Background: an optimization exercise with open tools, aiming at small area, a short achievable clock period and few clock cycles. Do not read the settings as production practice. The RTL was checked by simulation tests, not by an equivalence proof against the original design. Power is estimated from default activity; no workload was simulated.

--- flow/design.v ---
module dcache_eddie (
    input   logic           clk,
    input   logic           rst,
    input   logic   [31:0]  ufp_addr,
    input   logic   [3:0]   ufp_rmask,
    input   logic   [3:0]   ufp_wmask,
    output  logic   [31:0]  ufp_rdata,
    input   logic   [31:0]  ufp_wdata,
    output  logic           ufp_resp,
    output  logic   [31:0]  dfp_addr,
    output  logic           dfp_read,
    output  logic           dfp_write,
    input   logic   [255:0] dfp_rdata,
    output  logic   [255:0] dfp_wdata,
    input   logic           dfp_resp
);
    logic [255:0] data  [16];
    logic [24:0]  tag   [16];
    logic [15:0]  valid;
    logic [15:0]  dirty;
    logic [2:0]   plru  [4];
    logic st_idle, st_resp, st_wb, st_rd;
    logic [15:0]  lsel;          
    logic [1:0]   set_q;
    logic [24:0]  dtag_q;        
    logic [255:0] wb_q;          
    logic [31:0]  rdata_q;       
    logic [3:0]   set_oh;
    logic [15:0]  hit16, vict16;
    logic [3:0]   hitw, victw;
    logic         hit, need_wb;
    logic [3:0]   vway [4];
    logic [255:0] wline [4];     
    logic [31:0]  cand  [4];     
    logic [255:0] vline;
    logic [31:0]  hword;
    logic [24:0]  vtag;
    logic [24:0]  tset [4];      
    logic [3:0]   vset, dset;
    always_comb begin
        for (int s = 0; s < 4; s++) set_oh[s] = (ufp_addr[6:5] == s[1:0]);
        for (int s = 0; s < 4; s++) begin
            casez (plru[s])
                3'b?11:  vway[s] = 4'b0001;
                3'b?01:  vway[s] = 4'b0010;
                3'b1?0:  vway[s] = 4'b0100;
                default: vway[s] = 4'b1000;
            endcase
        end
        for (int w = 0; w < 4; w++) begin
            tset[w] = '0;
            vset[w] = 1'b0;
            dset[w] = 1'b0;
            for (int s = 0; s < 4; s++) begin
                tset[w] = tset[w] | ({25{set_oh[s]}} & tag[s*4+w]);
                vset[w] = vset[w] | (set_oh[s] & valid[s*4+w]);
                dset[w] = dset[w] | (set_oh[s] & dirty[s*4+w]);
            end
            hitw[w] = vset[w] & (tset[w] == ufp_addr[31:7]);
        end
        victw = '0;
        for (int s = 0; s < 4; s++) victw = victw | ({4{set_oh[s]}} & vway[s]);
        hit     = |hitw;
        need_wb = |(victw & vset & dset);
        vtag = '0;
        for (int w = 0; w < 4; w++) vtag = vtag | ({25{victw[w]}} & tset[w]);
        for (int l = 0; l < 16; l++) begin
            hit16[l]  = set_oh[l/4] & hitw[l%4];
            vict16[l] = set_oh[l/4] & victw[l%4];
        end
        for (int w = 0; w < 4; w++) begin
            wline[w] = '0;
            for (int s = 0; s < 4; s++) wline[w] = wline[w] | ({256{set_oh[s]}} & data[s*4+w]);
            cand[w] = wline[w][ufp_addr[4:2]*32 +: 32];
        end
        vline = '0;
        hword = '0;
        for (int w = 0; w < 4; w++) begin
            vline = vline | ({256{victw[w]}} & wline[w]);
            hword = hword | ({32{hitw[w]}} & cand[w]);
        end
    end
    wire req = (|ufp_rmask) | (|ufp_wmask);
    always_ff @(posedge clk) begin
        if (rst) begin
            st_idle <= 1'b1;
            st_resp <= 1'b0;
            st_wb   <= 1'b0;
            st_rd   <= 1'b0;
        end else begin
            st_idle <= (st_idle & ~req) | st_resp;
            st_resp <= (st_idle & req & hit) | (st_rd & dfp_resp);
            st_wb   <= (st_idle & req & ~hit & need_wb) | (st_wb & ~dfp_resp);
            st_rd   <= (st_idle & req & ~hit & ~need_wb) | (st_wb & dfp_resp)
                     | (st_rd & ~dfp_resp);
        end
    end
    always_ff @(posedge clk) begin
        if (st_idle) lsel <= hit ? hit16 : vict16;
    end
    always_ff @(posedge clk) begin
        set_q   <= ufp_addr[6:5];
        dtag_q  <= (need_wb & ~st_rd & ~(st_wb & dfp_resp)) ? vtag : ufp_addr[31:7];
        wb_q    <= vline;
        rdata_q <= st_rd ? dfp_rdata[ufp_addr[4:2]*32 +: 32] : hword;
    end
    assign ufp_resp  = st_resp;
    assign ufp_rdata = rdata_q;
    assign dfp_read  = st_rd;
    assign dfp_write = st_wb;
    assign dfp_wdata = wb_q;
    assign dfp_addr  = {dtag_q, set_q, 5'd0};
    wire          wr_hit = st_resp & (|ufp_wmask);
    wire [255:0]  wbus   = st_rd ? dfp_rdata : {8{ufp_wdata}};
    logic [31:0]  byte_en;
    always_comb begin
        for (int b = 0; b < 32; b++)
            byte_en[b] = st_rd | (wr_hit & (ufp_addr[4:2] == b[4:2]) & ufp_wmask[b%4]);
    end
    for (genvar l = 0; l < 16; l++) begin : g_line
        for (genvar b = 0; b < 32; b++) begin : g_byte
            always_ff @(posedge clk) begin
                if (lsel[l] & byte_en[b]) data[l][b*8 +: 8] <= wbus[b*8 +: 8];
            end
        end
        always_ff @(posedge clk) begin
            if (st_rd & lsel[l]) tag[l] <= ufp_addr[31:7];
        end
        always_ff @(posedge clk) begin
            if (rst) begin
                valid[l] <= 1'b0;
                dirty[l] <= 1'b0;
            end else if (lsel[l]) begin
                if (st_rd) begin
                    valid[l] <= 1'b1;
                    dirty[l] <= 1'b0;
                end else if (wr_hit) begin
                    dirty[l] <= 1'b1;
                end
            end
        end
    end
    for (genvar s = 0; s < 4; s++) begin : g_plru
        always_ff @(posedge clk) begin
            if (rst) begin
                plru[s] <= 3'b000;
            end else if (st_resp) begin
                if      (lsel[s*4+0]) plru[s] <= {plru[s][2], 2'b00};
                else if (lsel[s*4+1]) plru[s] <= {plru[s][2], 2'b10};
                else if (lsel[s*4+2]) plru[s] <= {1'b0, plru[s][1], 1'b1};
                else if (lsel[s*4+3]) plru[s] <= {1'b1, plru[s][1], 1'b1};
            end
        end
    end
endmodule
--- flow/flow/run.sh ---
#!/bin/bash
# The standard layout, with plain buffers (buf_4) on the ports instead of the
# delay-cell buffers buffer_ports picks by default. Each tool's output is in
# orfs/logs; the make output is in standard.log.
set -euo pipefail
export BUFFER_PORTS_ARGS="-buffer_cell sky130_fd_sc_hd__buf_4"
bash standard.sh > standard.log 2>&1
--- flow/standard.sh ---
#!/bin/bash
# synth_recipe.tcl (not shown) runs the flow's synth.tcl, then flattens the netlist and writes it again
# the make line also repeats each setting of config.mk as NAME=value (left out here)
make -C /OpenROAD-flow-scripts/flow DESIGN_CONFIG=/design/flow/config.mk WORK_HOME=/design/flow/orfs CLKGATE_MAP_FILE= SYNTH_SCRIPT=/design/flow/synth_recipe.tcl "${@:-finish}"
--- flow/config.mk ---
export PLATFORM = sky130hd
export DESIGN_NAME = dcache_eddie
export DESIGN_NICKNAME = dcache_eddie
export VERILOG_FILES = /design/flow/design.v
export SDC_FILE = /design/flow/constraint.sdc
export NUM_CORES = 4
export LEC_CHECK = 0
export CAP_MARGIN = 30
export CORE_MARGIN = 2
export CORE_UTILIZATION = 35
export PLACE_DENSITY = 0.5
export SLEW_MARGIN = 45
export SYNTH_MEMORY_MAX_BITS = 16384
--- flow/constraint.sdc ---
create_clock -name core_clock -period 12.0 [get_ports {clk}]
set_input_delay 2.4000 -clock core_clock [delete_from_list [all_inputs] [get_ports {clk}]]
set_output_delay 2.4000 -clock core_clock [all_outputs]
set_load 0.01 [all_outputs]
==> flow_metrics.py, run 1 <==
metrics = {
    "outcome": {
        "status": "failed layout checks",
        "check-failures": "antenna violations",
    },
    "finish": {
        "final_util_pct": 41.0,
        "drive_gt1_share_pct": 31.8,
        "nets": 11900,
        "areaGrowthSynthToFinish_pct": 16.9,
        "final_area_mm2": 0.233,
        "fillerInstances": 50800,
    },
    "floorplanning": {
        "dieArea_mm2": 0.576,
        "start_util_pct": 35.1,
        "die_w_um": 759,
        "row_count": 277,
        "core-area_mm2": 0.568,
        "pin_count": 654,
        "die_h_um": 759,
    },
    "worst_setup_path": {
        "worst_path_most_repeated_cell": "buf_4",
        "cp_cell_sequence": "buf_8 -> buf_4 -> buf_4 -> mux4_2 -> nand2b_1 -> o21ai_0 -> a211o_1 -> nor4_4 -> buf_4 -> buf_4 -> a222oi_1 -> a22oi_1",
        "path_max_fanout": 57,
        "path_delay_family": "buffers and inverters",
        "cp.arrival_ns": 7.61,
        "slowest_delay_ns": 0.70,
        "startpoint_type": "primary input",
        "path_depth": 12,
        "crit_type": "primary input to flop",
        "r2r_start": "tag[13][6]",
        "critPathRequiredTime_ns": 12.93,
        "crit_path_end_kind": "flop",
        "path_buf_inv": 5,
        "r2r_cells": 8,
        "crit_start": "ufp_addr[6]",
        "cpMaxStageDelayCell": "a22oi_1",
    },
    "sta": {
        "setup_ws_ns": 5.33,
        "period_share_pct": 55.6,
        "fin_tns_setup_ns": 0,
        "fin_crit_ns": 6.67,
        "hold_viol_final": 0,
        "drv_slew": 0,
        "holdWs_ns": 0.479,
        "setup_viol_count_final": 0,
        "max_clock_freq_mhz": 150,
        "rsz0062_at_grt": "false",
        "worst_pin_slew_ns": 1.02,
        "clock_skew_ns": 0.0607,
        "slew_headroom_pct": 32.3,
    },
    "routing": {
        "avgViaCountPerCell": 5.97,
        "drc": 0,
        "dr.max_layer_used": "met5",
        "ant_nets": 1,
        "wl_met1_mm": 309,
        "drtPass1Iterations": 7,
        "wl_per_cell_um": 42.6,
        "met2_wirelength_mm": 380,
        "drt-initial-drc-count": 18700,
        "met3_length_mm": 95.1,
        "vias": 119000,
        "drt_wl_total_mm": 849,
    },
    "clock_tree": {
        "cts_buffer_depth": 4,
        "root_buffer": "clkbuf_16",
        "path_clk_slew_ns": 0.06,
        "cts_setup_buffers": 0,
        "cts.htree.levels": 6,
        "clkSinkCount": 4875,
        "cts_made_buffers": 542,
        "cts_tree": "done",
        "cts_resized": 0,
        "cts_hold_buf": 0,
        "worstSkewPairLatency_ns": 1.14,
    },
    "synth": {
        "synth_cell_types": 76,
        "synth_edf_count": 4512,
        "yosysWarningCount": 8,
        "ys_ff_latch": 4875,
        "synth_cells": 10900,
        "avgSynthCellArea_um2": 18.2,
        "async_flop_share_pct": 0,
        "syn_area_mm2": 0.199,
        "seq_area_frac_synth_pct": 71.6,
        "synth_flop_cell": "edfxtp_1",
    },
    "pwr": {
        "peakVddDrop_uv": 160,
        "p_leak_nw": 76.7,
        "p_per_area_mw_per_mm2": 181,
    },
    "placed_design": {
        "hpwl_mm": 617,
        "place_area_mm2": 0.214,
        "post-place-ws_ns": 4.41,
        "routabilityCongestion": 1.08,
        "portBuffers": 646,
    },
    "min_path": {
        "min_path_type": "flop to flop",
        "hold_depth": 2,
        "hp-start": "valid[0]",
    },
    "global_routing": {
        "grt_usage_pct": 28.7,
        "grt_overflow": 0,
        "grt_max_degree": 125,
        "grt_antenna_before_repair": 172,
        "grt_pass1_vias": 114000,
        "grt_pass1_wl_mm": 1090,
    },
    "flow_run": {
        "drv_cap": 0,
    },
}
## layout by cell type (no fill, tap or decap), drive strengths merged, types with 172 or more instances in the layout
cell and instances:
dfxtp 363, edfxtp 4512, diode 370, clkbuf 684, clkinv 200, mux2 336, a22oi 588, o21ai 179
mux2i 475, nor2b 571, nand2 976, mux4 1093, o22ai 172, buf 890
## report_power, final
group / switching, mW / internal [mW]
clock network: 7.23 / 9.65
logic: 3.73 / 1.43
registers: 0.517 / 19.7
total: 11.5 / 30.8
## cell families (layout without fill, tap and decap cells)
family	count (synthesis)	in the layout	synth area share, %
muxes	1904	1904	16.6
DFF	4875	4875	71.6
and+or+nand+nor	1862	1862	4.43
buffers and inverters	839	1895	2.08
xor gates and xnor gates	80	80	0.351
AOI/OAI and AO/OA	1383	1383	4.91
other	1	375	0.00188
## per-stage QoR
step	std cells	power, mW
floorplan	10900	22.5
global placement	18500	25.4
detailed placement	18500	25.6
CTS	19500	42.3
global route	19800	43.2
finish	19900	42.3
## synthesized netlist by cell type, types with 132 or more instances
| cell type | n | area share (%) |
|---|---|---|
| edfxtp_1 | 4512 | 68 |
| mux4_2 | 1089 | 12 |
| nand2_1 | 976 | 1.8 |
| a22oi_1 | 588 | 2.2 |
| nor2b_1 | 571 | 1.8 |
| clkbuf_1 | 476 | 0.90 |
| mux2i_1 | 472 | 2.4 |
| dfxtp_1 | 363 | 3.6 |
| mux2_2 | 322 | 1.8 |
| o21ai_0 | 175 | 0.44 |
| o22ai_1 | 172 | 0.54 |
| nor2_1 | 132 | 0.25 |
## flip-flops by register name, indices dropped and copies added (netlist names)
register and cells:
wb_q 256, st_rd 1, dtag_q 25, st_idle 1
data 4096, dirty 16, rdata_q 32, lsel 16
valid 16, set_q 2, st_wb 1, st_resp 1
tag 400, plru 12
## routing by layer
layer	GRT usage [%]	up-vias
li1	-	45900
met1	36.5	63300
met2	43.3	8147
met3	7.65	1455
met4	18.6	44
met5	0.259	-
## layout make-up
| cell class | instances | area (µm²) | area share (%) |
|---|---|---|---|
| Sequential cell | 4875 | 143000 | 61.2 |
| Multi-Input combinational cell | 5234 | 54600 | 23.4 |
| Clock buffer | 684 | 14500 | 6.22 |
| Tap cell | 7533 | 9430 | 4.04 |
| Timing Repair Buffer | 890 | 7550 | 3.24 |
| Clock inverter | 295 | 3290 | 1.41 |
| Antenna cell | 370 | 926 | 0.397 |
| Inverter | 26 | 105 | 0.0451 |
## worst register-to-register path: stages (launching register included)
cell       delay (ns)
edfxtp_1         0.35
mux4_2           0.52
xnor2_1          0.26
nand4_1          0.23
a2111oi_1        0.87
and4bb_2         0.66
buf_4            0.62
a222oi_1         0.32
a22oi_1          0.70
## worst paths after layout
| kind | to | slack, ns |
|---|---|---|
| hold reg to reg | valid[0] | 0.48 |
| hold / removal | valid[0] | 0.48 |
| setup reg to reg | rdata_q[29] | 7.30 |
| setup / recovery | rdata_q[29] | 5.33 |
Testbench counts, summed over its fixed seeds: cycles 123,656.
==> inputs of run 2 (changes only) <==
==> flow/flow/run.sh (replaced) <==
#!/bin/bash
set -euo pipefail
export BUFFER_PORTS_ARGS="-buffer_cell sky130_fd_sc_hd__buf_4"
export SETUP_SLACK_MARGIN=7.8
bash standard.sh > standard.log 2>&1
==> flow_metrics.py, run 2 <==
metrics = {
    "synth": {
        "synth_flop_cell": "edfxtp_1",
        "avgSynthCellArea_um2": 18.2,
        "synth_edf_count": 4512,
        "async_flop_share_pct": 0,
        "synth_top_area_cell": "edfxtp_1",
        "synth_top_area_share_pct": 67.9,
        "yosysWarningCount": 8,
        "synth.area.top_cells": "edfxtp_1, mux4_2, dfxtp_1",
        "yosys.cell_count.top_type": "edfxtp_1",
        "synth_cells": 10900,
        "syn_area_mm2": 0.199,
        "synth_common_cells": "edfxtp_1, mux4_2, nand2_1, a22oi_1, nor2b_1",
        "synth_cell_types": 76,
        "ys_ff_latch": 4875,
        "seq_area_frac_synth_pct": 71.6,
    },
    "finish": {
        "fillerInstances": 49900,
        "layout_common_cells": "edfxtp_1, mux4_2, buf_4",
        "largest_reg_flops": 4096,
        "drive_gt1_share_pct": 37.7,
        "fin_cells": 20100,
        "ff_latch_area_mm2": 0.143,
        "nets": 12200,
        "final_util_pct": 42.6,
        "top_regs": "data x4096, tag x400, wb_q x256",
        "multi_input_area_mm2": 0.0579,
        "areaGrowthSynthToFinish_pct": 21.6,
        "final_common_cell": "edfxtp_1",
        "regMostFlops": "data",
    },
    "floorplanning": {
        "die_w_um": 759,
        "die_h_um": 759,
        "row_count": 277,
        "start_util_pct": 35.1,
        "dieArea_mm2": 0.576,
        "pin_count": 654,
        "core-area_mm2": 0.568,
    },
    "worst_setup_path": {
        "critPathRequiredTime_ns": 12.98,
        "path_max_fanout": 37,
        "cp.arrival_ns": 5.68,
        "r2r_start": "st_rd",
        "crit_start": "ufp_addr[6]",
        "startpoint_type": "primary input",
        "crit_type": "primary input to flop",
        "crit_path_end_kind": "flop",
    },
    "sta": {
        "setup_viol_count_final": 0,
        "holdWs_ns": 0.474,
        "rsz0062_at_grt": "true",
        "slew_headroom_pct": 39.2,
        "drv_slew": 0,
        "fin_tns_setup_ns": 0,
        "hold_viol_final": 0,
        "max_clock_freq_mhz": 213,
        "period_share_pct": 39.2,
        "worst_pin_slew_ns": 0.887,
        "clock_skew_ns": 0.0927,
        "fin_crit_ns": 4.70,
    },
    "global_routing": {
        "grt_antenna_before_repair": 194,
        "grt_overflow": 0,
        "grt_usage_pct": 30.3,
        "grt_pass1_wl_mm": 1150,
        "grt_max_degree": 116,
        "grt_pass1_vias": 116000,
    },
    "pwr": {
        "peakVddDrop_uv": 161,
        "clockPowerShare_pct": 39.3,
        "p_leak_nw": 80.3,
        "p_sw_mw": 11.7,
        "finalPower_mw": 42.8,
        "comb_power_share_pct": 13.6,
        "swShare_pct": 27.4,
        "p_per_area_mw_per_mm2": 177,
        "p_seq_share_pct": 47.1,
        "intPower_mw": 31.1,
    },
    "placed_design": {
        "routabilityCongestion": 0.965,
        "hpwl_mm": 621,
        "portBuffers": 646,
        "place_inst": 18600,
    },
    "routing": {
        "wl_per_cell_um": 45.2,
        "drtPass1Iterations": 9,
        "vias": 123000,
        "avgViaCountPerCell": 6.15,
        "drt-initial-drc-count": 21100,
        "drt_wl_total_mm": 908,
        "ant_nets": 0,
        "drc": 0,
    },
    "clock_tree": {
        "path_clk_slew_ns": 0.06,
        "cts_buffer_depth": 4,
        "clkSinkCount": 4875,
        "cts_tree": "done",
        "cts.htree.levels": 6,
        "cts_hold_buf": 0,
        "cts_made_buffers": 544,
        "worstSkewPairLatency_ns": 1.16,
        "root_buffer": "clkbuf_16",
    },
    "min_path": {
        "hp-start": "valid[15]",
        "min_path_type": "flop to flop",
    },
    "outcome": {
        "status": "timing/DRC/antenna clean",
    },
    "flow_run": {
        "drv_cap": 0,
    },
}
-- run 2: critical path, stage by stage --
cell and delay, ns:
buf_16 0.15, buf_16 0.23, nand2b_4 0.49, buf_4 0.48, o22ai_2 0.59, nor2_1 0.14
o21ai_0 0.25, nand3_1 0.15, a22o_1 0.26, a221oi_2 0.19, mux2i_1 0.13
-- run 2: final cells by class --
cell class / instances / share of cell area [%]
Inverter: 26 / 0.0480
Timing Repair Buffer: 1184 / 5.61
Tap cell: 7533 / 3.89
Clock buffer: 705 / 6.11
Antenna cell: 235 / 0.243
Sequential cell: 4875 / 59.0
Clock inverter: 282 / 1.22
Multi-Input combinational cell: 5241 / 23.9
-- run 2: metrics by stage --
step	instance area [µm²]	setup slack [ns]
5_1_grt	242000	7.40
4_1_cts	239000	7.50
3_5_place_dp	215000	4.44
2_1_floorplan	203000	7.05
6_report	242000	7.30
3_3_place_gp	214000	4.52
-- run 2: cells by family after synthesis --
family	synth area share, %
flip-flops	71.6
multiplexers	16.6
AND/OR/NAND/NOR	4.43
AO/OA/AOI/OAI	4.91
buffers and inverters	2.08
XOR/XNOR	0.351
other	0.00188
-- run 2: worst paths after layout --
check	to	slack (ns)	cells past startpoint
min reg2reg	valid[15]	0.47	2
max	rdata_q[10]	7.30	11
min	valid[15]	0.47	2
max reg2reg	data[10][156]	8.33	5
-- run 2: power by group through the flow --
stage	sequential, mW	combinational (mW)	clock [mW]
floorplan	20.3	2.41	0
global placement	20.4	5.08	0
detailed placement	20.5	5.23	0
CTS	20.1	5.59	16.9
global route	20.2	5.84	17.5
finish	20.2	5.84	16.8
-- run 2: routing by layer --
metal	share of wire, %	up-vias	global-route usage (%)
met5	0.048	-	0
met4	7.8	62	19.9
met3	13	1758	9.38
met2	43	9421	44.6
met1	36	65800	38.8
li1	-	46500	-
-- run 2: what timing repair did --
item	4_1_cts	5_1_grt
gates resized for setup	633	119
buffers inserted	82	97
endpoints found under the hold margin	0	0
endpoints found under the setup margin	2820	185
pin swaps	39	58
gates cloned	92	28
==> inputs of run 3 (changes only) <==
==> flow/flow/run.sh (replaced) <==
#!/bin/bash
# The standard layout (standard.sh), with these changes to how it is made:
# - plain buffers (buf_4) on the ports instead of the delay-cell buffers that
#   buffer_ports picks by default;
# - clock tree: no dummy loads;
# - extra antenna repair after detailed routing (flow/antenna.tcl).
# Each tool's output is in orfs/logs; the make output is in standard.log.
set -euo pipefail
export BUFFER_PORTS_ARGS="-buffer_cell sky130_fd_sc_hd__buf_4"
export SETUP_SLACK_MARGIN=7.8
export CTS_ARGS="-sink_clustering_enable -repair_clock_nets -dont_use_dummy_load"
export POST_DETAIL_ROUTE_TCL="$(pwd)/flow/antenna.tcl"
bash standard.sh > standard.log 2>&1
==> flow/flow/antenna.tcl (new file) <==
# Sourced after ORFS's detailed route and its own antenna-repair loop: if
# antenna violations are left, repair them again with a ratio margin and
# congestion allowed, and re-run the detailed router, up to 3 times.
set extra_antenna_iters 0
while { [check_antennas] && $extra_antenna_iters < 3 } {
  repair_antennas -ratio_margin 20 -allow_congestion
  detailed_route {*}$::all_args
  incr extra_antenna_iters
}
--- a/flow/config.mk
+++ b/flow/config.mk
@@ -8,6 +8,6 @@
 export CAP_MARGIN = 30
 export CORE_MARGIN = 2
-export CORE_UTILIZATION = 35
-export PLACE_DENSITY = 0.5
+export CORE_UTILIZATION = 50
+export PLACE_DENSITY = 0.6
 export SLEW_MARGIN = 45
 export SYNTH_MEMORY_MAX_BITS = 16384
==> flow_metrics.py, run 3 <==
metrics = {
    "global_routing": {
        "grt_overflow": 0,
        "grt_usage_pct": 40.2,
        "grt_max_degree": 112,
        "grt_pass1_wl_mm": 1070,
        "grt_pass1_vias": 115000,
        "grt_antenna_before_repair": 172,
    },
    "sta": {
        "clock_skew_ns": 0.0746,
        "fin_crit_ns": 4.80,
        "holdWs_ns": 0.477,
        "period_share_pct": 40.0,
        "hold_viol_final": 0,
        "drv_slew": 0,
        "slew_headroom_pct": 34.0,
        "worst_pin_slew_ns": 0.962,
        "max_clock_freq_mhz": 208,
        "rsz0062_at_grt": "true",
        "fin_tns_setup_ns": 0,
        "setup_viol_count_final": 0,
    },
    "finish": {
        "final_util_pct": 58.8,
        "areaGrowthSynthToFinish_pct": 16.8,
        "regMostFlops": "data",
        "final_common_cell": "edfxtp_1",
        "top_regs": "data x4096, tag x400, wb_q x256",
        "ff_latch_area_mm2": 0.143,
        "nets": 12100,
        "drive_gt1_share_pct": 35.4,
        "multi_input_area_mm2": 0.0571,
        "fillerInstances": 29300,
        "largest_reg_flops": 4096,
        "layout_common_cells": "edfxtp_1, mux4_2, nand2_1",
    },
    "routing": {
        "vias": 122000,
        "avgViaCountPerCell": 7.03,
        "wl_per_cell_um": 47.8,
        "drtPass1Iterations": 8,
        "ant_nets": 0,
        "drt-initial-drc-count": 21800,
        "drc": 0,
        "drt_wl_total_mm": 828,
    },
    "floorplanning": {
        "pin_count": 654,
        "core-area_mm2": 0.397,
        "start_util_pct": 50.3,
        "dieArea_mm2": 0.404,
        "die_w_um": 636,
        "die_h_um": 636,
        "row_count": 231,
    },
    "synth": {
        "synth_compound_area_share_pct": 4.91,
        "ys_ff_latch": 4875,
        "synth.area.top_cells": "edfxtp_1, mux4_2, dfxtp_1",
        "synth_edf_count": 4512,
        "synthAdderAreaFrac_pct": 0,
        "yosysWarningCount": 8,
        "synth_top_area_share_pct": 67.9,
        "synth_top_area_cell": "edfxtp_1",
        "synth_cell_types": 76,
        "synth_top_family_by_area": "multiplexers",
        "yosys.cell_count.top_type": "edfxtp_1",
        "synth_common_cells": "edfxtp_1, mux4_2, nand2_1, a22oi_1, nor2b_1",
        "async_flop_share_pct": 0,
        "synth-simple-area-share_pct": 4.43,
        "syn_area_mm2": 0.199,
        "seq_area_frac_synth_pct": 71.6,
        "synth_cells": 10900,
        "synth_mux_area_share_pct": 16.6,
        "synthXorXnorAreaFrac_pct": 0.351,
        "avgSynthCellArea_um2": 18.2,
        "synth_flop_cell": "edfxtp_1",
    },
    "min_path": {
        "min_path_type": "flop to flop",
        "hp-start": "valid[14]",
    },
    "placed_design": {
        "routabilityCongestion": 1.05,
        "portBuffers": 646,
        "hpwl_mm": 559,
    },
    "clock_tree": {
        "cts_buffer_depth": 4,
        "worstSkewPairLatency_ns": 1.08,
        "cts_tree": "done",
        "path_clk_slew_ns": 0.06,
        "clkSinkCount": 4875,
        "cts.htree.levels": 6,
        "cts_made_buffers": 528,
        "cts_hold_buf": 0,
        "root_buffer": "clkbuf_16",
    },
    "worst_setup_path": {
        "rrSetupSlack_ns": 8.11,
        "critPathRequiredTime_ns": 12.92,
        "crit_start": "ufp_addr[4]",
        "path_delay_family": "compound AO/OA/AOI/OAI gates",
        "path_buf_inv": 4,
        "cp.arrival_ns": 5.72,
        "path_max_fanout": 43,
        "crit_path_end_kind": "flop",
        "cp_cell_sequence": "buf_6 -> buf_16 -> nand2_8 -> buf_6 -> buf_12 -> a211oi_4 -> a211oi_1 -> a222oi_1 -> a22oi_1",
        "startpoint_type": "primary input",
        "r2r_start": "st_rd",
        "worst_path_most_repeated_cell": "buf_6",
        "cpMaxStageDelayCell": "a211oi_4",
        "crit_type": "primary input to flop",
        "slowest_delay_ns": 0.74,
    },
    "pwr": {
        "finalPower_mw": 39.5,
        "p_per_area_mw_per_mm2": 170,
        "peakVddDrop_uv": 154,
        "p_leak_nw": 77.6,
    },
    "outcome": {
        "status": "timing/DRC/antenna clean",
    },
    "flow_run": {
        "drv_cap": 0,
    },
}
-- run 3: changes by cell type in the layout (fill, tap and decap cells not counted), sizes merged --
cell,delta
clkbuf,-191
nand2b,-1
diode,+93
bufbuf,+19
buf,-112
and4bb,+1
clkinvlp,-28
inv,-26
bufinv,-39
clkinv,-189
nor2b,-1
nand2,-1
-- run 3: path summary, 6_finish.rpt --
path / end / cells after the start
worst min-delay path: valid[14] / 2
worst max-delay path: rdata_q[15] / 9
worst min register to register: valid[14] / 2
worst max register to register: data[9][91] / 5
-- run 3: routing by layer --
metal	vias up	part of all wire, %	global-route usage, %
li1	45900	-	-
met1	63700	34	50.6
met2	9971	44	58.6
met3	2134	13	11.0
met4	44	10	32.9
met5	-	0.038	0
-- run 3: final cells by class --
| class | instances | area share, % |
|---|---|---|
| Inverter | 26 | 0.0542 |
| Multi-Input combinational cell | 5239 | 24.5 |
| Clock buffer | 528 | 5.67 |
| Sequential cell | 4875 | 61.3 |
| Antenna cell | 328 | 0.352 |
| Tap cell | 5242 | 2.81 |
| Timing Repair Buffer | 1077 | 5.30 |
-- run 3: per-stage QoR --
step / std cells / worst slack [ns] / area [µm²]
after floorplan: 10900 / 7.05 / 203000
after global placement: 16200 / 4.37 / 211000
after detailed placement: 16200 / 4.56 / 212000
after CTS: 16900 / 7.46 / 231000
after global routing: 17200 / 7.34 / 233000
final: 17300 / 7.20 / 233000
-- run 3: tightest hold or removal path, stage by stage, from the launching register on --
cell and delay [ns]:
dfxtp_1 0.33, nor2_1 0.05, nor2_1 0.07
-- run 3: kinds of logic after synthesis --
| logic type | after synthesis |
|---|---|
| AOI/OAI and AO/OA | 1383 |
| xor gates and xnor gates | 80 |
| and+or+nand+nor | 1862 |
| other | 1 |
| buffers and inverters | 839 |
| DFF | 4875 |
| muxes | 1904 |
-- run 3: what timing repair did --
item                                   in CTS  in global routing
gates resized for setup                   495                101
gates cloned                               89                 10
setup endpoints to repair                4329                499
endpoints found under the hold margin       0                  0
buffers inserted                           93                 26
pin swaps                                  57                 50
-- run 3: where the power goes --
| part | internal [mW] | switching [mW] | total (mW) |
|---|---|---|---|
| sequential | 19.7 | 0.369 | 20.1 |
| clock | 7.69 | 6.16 | 13.9 |
| combinational | 1.65 | 3.91 | 5.56 |
| total | 29.1 | 10.4 | 39.5 |
==> inputs of run 4 (changes only) <==
==> flow/flow/run.sh (replaced) <==
#!/bin/bash
# The standard layout (standard.sh), with these changes to how it is made:
# - plain buffers (buf_4) on the ports instead of the delay-cell buffers that
#   buffer_ports picks by default;
# - clock tree: clkbuf_8 buffers, sink clusters of at most 16 within 50 um, no dummy loads;
# - extra antenna repair after detailed routing (flow/antenna.tcl).
# Each tool's output is in orfs/logs; the make output is in standard.log.
set -euo pipefail
export BUFFER_PORTS_ARGS="-buffer_cell sky130_fd_sc_hd__buf_4"
export SETUP_SLACK_MARGIN=7.8
export CTS_ARGS="-sink_clustering_enable -repair_clock_nets -dont_use_dummy_load -sink_clustering_size 16 -sink_clustering_max_diameter 50 -buf_list sky130_fd_sc_hd__clkbuf_8"
export POST_DETAIL_ROUTE_TCL="$(pwd)/flow/antenna.tcl"
bash standard.sh > standard.log 2>&1
==> flow_metrics.py, run 4 <==
metrics = {
    "routing": {
        "avgViaCountPerCell": 6.99,
        "wl_per_cell_um": 47.3,
        "drtPass1Iterations": 7,
        "drt-initial-drc-count": 21400,
        "vias": 121000,
        "drt_wl_total_mm": 818,
        "ant_nets": 0,
        "drc": 0,
    },
    "floorplanning": {
        "start_util_pct": 50.3,
        "die_w_um": 636,
        "pin_count": 654,
        "row_count": 231,
        "die_h_um": 636,
        "dieArea_mm2": 0.404,
        "core-area_mm2": 0.397,
    },
    "clock_tree": {
        "path_clk_slew_ns": 0.10,
        "cts.htree.levels": 6,
        "worstSkewPairLatency_ns": 1.29,
        "cts_buffer_depth": 4,
        "root_buffer": "clkbuf_8",
        "clkSinkCount": 4875,
        "cts_made_buffers": 522,
        "cts_hold_buf": 0,
        "cts_tree": "done",
    },
    "synth": {
        "syn_area_mm2": 0.199,
        "synth_top_family_by_area": "multiplexers",
        "yosysWarningCount": 8,
        "synth_cells": 10900,
        "synthXorXnorAreaFrac_pct": 0.351,
        "avgSynthCellArea_um2": 18.2,
        "synth_flop_cell": "edfxtp_1",
        "synth_common_cells": "edfxtp_1, mux4_2, nand2_1, a22oi_1, nor2b_1",
        "synth-simple-area-share_pct": 4.43,
        "synthAdderAreaFrac_pct": 0,
        "synth_top_area_cell": "edfxtp_1",
        "synth_edf_count": 4512,
        "async_flop_share_pct": 0,
        "synth_mux_area_share_pct": 16.6,
        "synth_top_area_share_pct": 67.9,
        "seq_area_frac_synth_pct": 71.6,
        "ys_ff_latch": 4875,
        "yosys.cell_count.top_type": "edfxtp_1",
        "synth_compound_area_share_pct": 4.91,
        "synth_cell_types": 76,
        "synth.area.top_cells": "edfxtp_1, mux4_2, dfxtp_1",
    },
    "worst_setup_path": {
        "rrSetupSlack_ns": 7.79,
        "path_max_fanout": 42,
        "crit_path_end_kind": "flop",
        "startpoint_type": "primary input",
        "crit_type": "primary input to flop",
        "cp.arrival_ns": 5.68,
        "critPathRequiredTime_ns": 13.12,
    },
    "global_routing": {
        "grt_pass1_wl_mm": 1060,
        "grt_usage_pct": 39.7,
        "grt_max_degree": 112,
        "grt_antenna_before_repair": 148,
        "grt_overflow": 0,
        "grt_pass1_vias": 114000,
    },
    "sta": {
        "hold_viol_final": 0,
        "fin_tns_setup_ns": 0,
        "worst_pin_slew_ns": 0.917,
        "holdWs_ns": 0.479,
        "period_share_pct": 38.0,
        "max_clock_freq_mhz": 219,
        "rsz0062_at_grt": "true",
        "clock_skew_ns": 0.0974,
        "fin_crit_ns": 4.56,
        "setup_viol_count_final": 0,
        "slew_headroom_pct": 38.9,
        "drv_slew": 0,
    },
    "finish": {
        "largest_reg_flops": 4096,
        "fin_cells": 17300,
        "regMostFlops": "data",
        "ff_latch_area_mm2": 0.143,
        "multi_input_area_mm2": 0.0568,
        "nets": 12000,
        "fillerInstances": 30100,
        "final_common_cell": "edfxtp_1",
        "drive_gt1_share_pct": 35.7,
        "areaGrowthSynthToFinish_pct": 13.8,
        "top_regs": "data x4096, tag x400, wb_q x256",
        "layout_common_cells": "edfxtp_1, mux4_2, nand2_1",
    },
    "flow_run": {
        "drv_cap": 0,
    },
    "placed_design": {
        "hpwl_mm": 559,
        "portBuffers": 646,
        "place_inst": 16200,
        "routabilityCongestion": 1.05,
    },
    "pwr": {
        "p_leak_nw": 74.5,
        "finalPower_mw": 35.1,
        "peakVddDrop_uv": 118,
        "p_per_area_mw_per_mm2": 154,
    },
    "outcome": {
        "status": "timing/DRC/antenna clean",
    },
    "min_path": {
        "min_path_type": "flop to flop",
    },
}
==> run 4: cell counts after synthesis <==
Identical to the previous run, type by type.
==> run 4: report_power, final <==
part / switching [mW] / leakage, nW / internal [mW] / total [mW]
logic: 3.87 / 26.1 / 1.66 / 5.53
clock network: 5.56 / 3.76 / 3.87 / 9.43
registers: 0.379 / 44.7 / 19.7 / 20.1
total: 9.81 / 74.5 / 25.3 / 35.1
==> run 4: worst max-delay path, cell delays in order <==
cell	delay (ns)
buf_6	0.30
buf_16	0.30
or2_4	0.44
buf_8	0.35
nor2_1	0.14
a22oi_1	0.49
nand3_1	0.18
a222oi_1	0.70
a22oi_1	0.22
==> run 4: through the flow <==
| step | utilization, % | cell area (µm²) | setup slack (ns) |
|---|---|---|---|
| global route | 57.2 | 227000 | 7.55 |
| floorplan | - | 203000 | 7.05 |
| global placement | 53.1 | 211000 | 4.37 |
| detailed placement | 53.4 | 212000 | 4.56 |
| CTS | 56.8 | 225000 | 7.63 |
| finish | 57.2 | 227000 | 7.44 |
==> run 4: layout make-up <==
class / count / area share (%)
clock buffer: 522 / 3.16
tap: 5242 / 2.89
timing repair buffer: 1026 / 5.38
sequential: 4875 / 63.1
antenna: 354 / 0.390
multi-input combinational: 5240 / 25.0
inverter: 26 / 0.0496
==> run 4: final timing paths <==
| check | startpoint | end | cells after the start |
|---|---|---|---|
| setup / recovery | ufp_addr[4] | rdata_q[16] | 9 |
| hold / removal | valid[1] | valid[1] | 2 |
| hold reg to reg | valid[1] | valid[1] | 2 |
| setup reg to reg | st_rd | data[3][216] | 5 |
==> run 4: logic make-up after synthesis <==
kind of cell           after synthesis
multiplexers                      1904
buffers and inverters              839
other                                1
AO/OA/AOI/OAI                     1383
flip-flops                        4875
XOR/XNOR                            80
AND/OR/NAND/NOR                   1862
==> run 4: metal layers <==
layer  wire, µm  GRT usage [%]  part of all wire, %  vias to the layer above
li1           -              -                    -                    45600
met1     277000           50.4                   34                    63400
met2     360000           58.4                   44                     9725
met3     102000           10.4                   12                     1971
met4      79000           31.6                  9.7                       48
met5        328              0                0.040                        -
==> run 4: timing repair <==
action | in CTS | in global routing
pin swaps | 37 | 43
gates cloned | 79 | 7
endpoints found under the setup margin | 3003 | 153
resized for setup | 840 | 53
setup buffers | 62 | 15

[what the ideal ports hide]
How much do the figures lean on ideal ports? The routed layouts below were timed once more, with nothing changed but the port constraints.
Step 1 assumes that a clkbuf_16 drives the clock port and a buf_2 every other input.
Step 2 adds t to the input delays and takes it off the output delays; t is the mean of the earliest and latest rising clock arrival at the registers after step 1. Input paths then give back, and output paths get back, about the clock's delay inside the block.
a / b / c = ideal / step 1 / step 2; a / b = the first two.
run	shift t [ns]	setup WS [ns]	slew at the worst register clock pin (ns)	worst slew at a driven data input, ns
run 1	1.224	5.325 / 5.382 / 4.157	0.07 / 0.07	0.34
run 2	1.246	7.299 / 7.197 / 5.950	0.07 / 0.07	0.41
run 3	1.174	7.199 / 6.910 / 5.736	0.07 / 0.07	0.60
run 4	1.348	7.438 / 7.128 / 5.781	0.11 / 0.11	0.59
For run 4, which loses most, drivers alone change the setup slack by -0.310 ns; drivers and shift together by -1.657 ns.
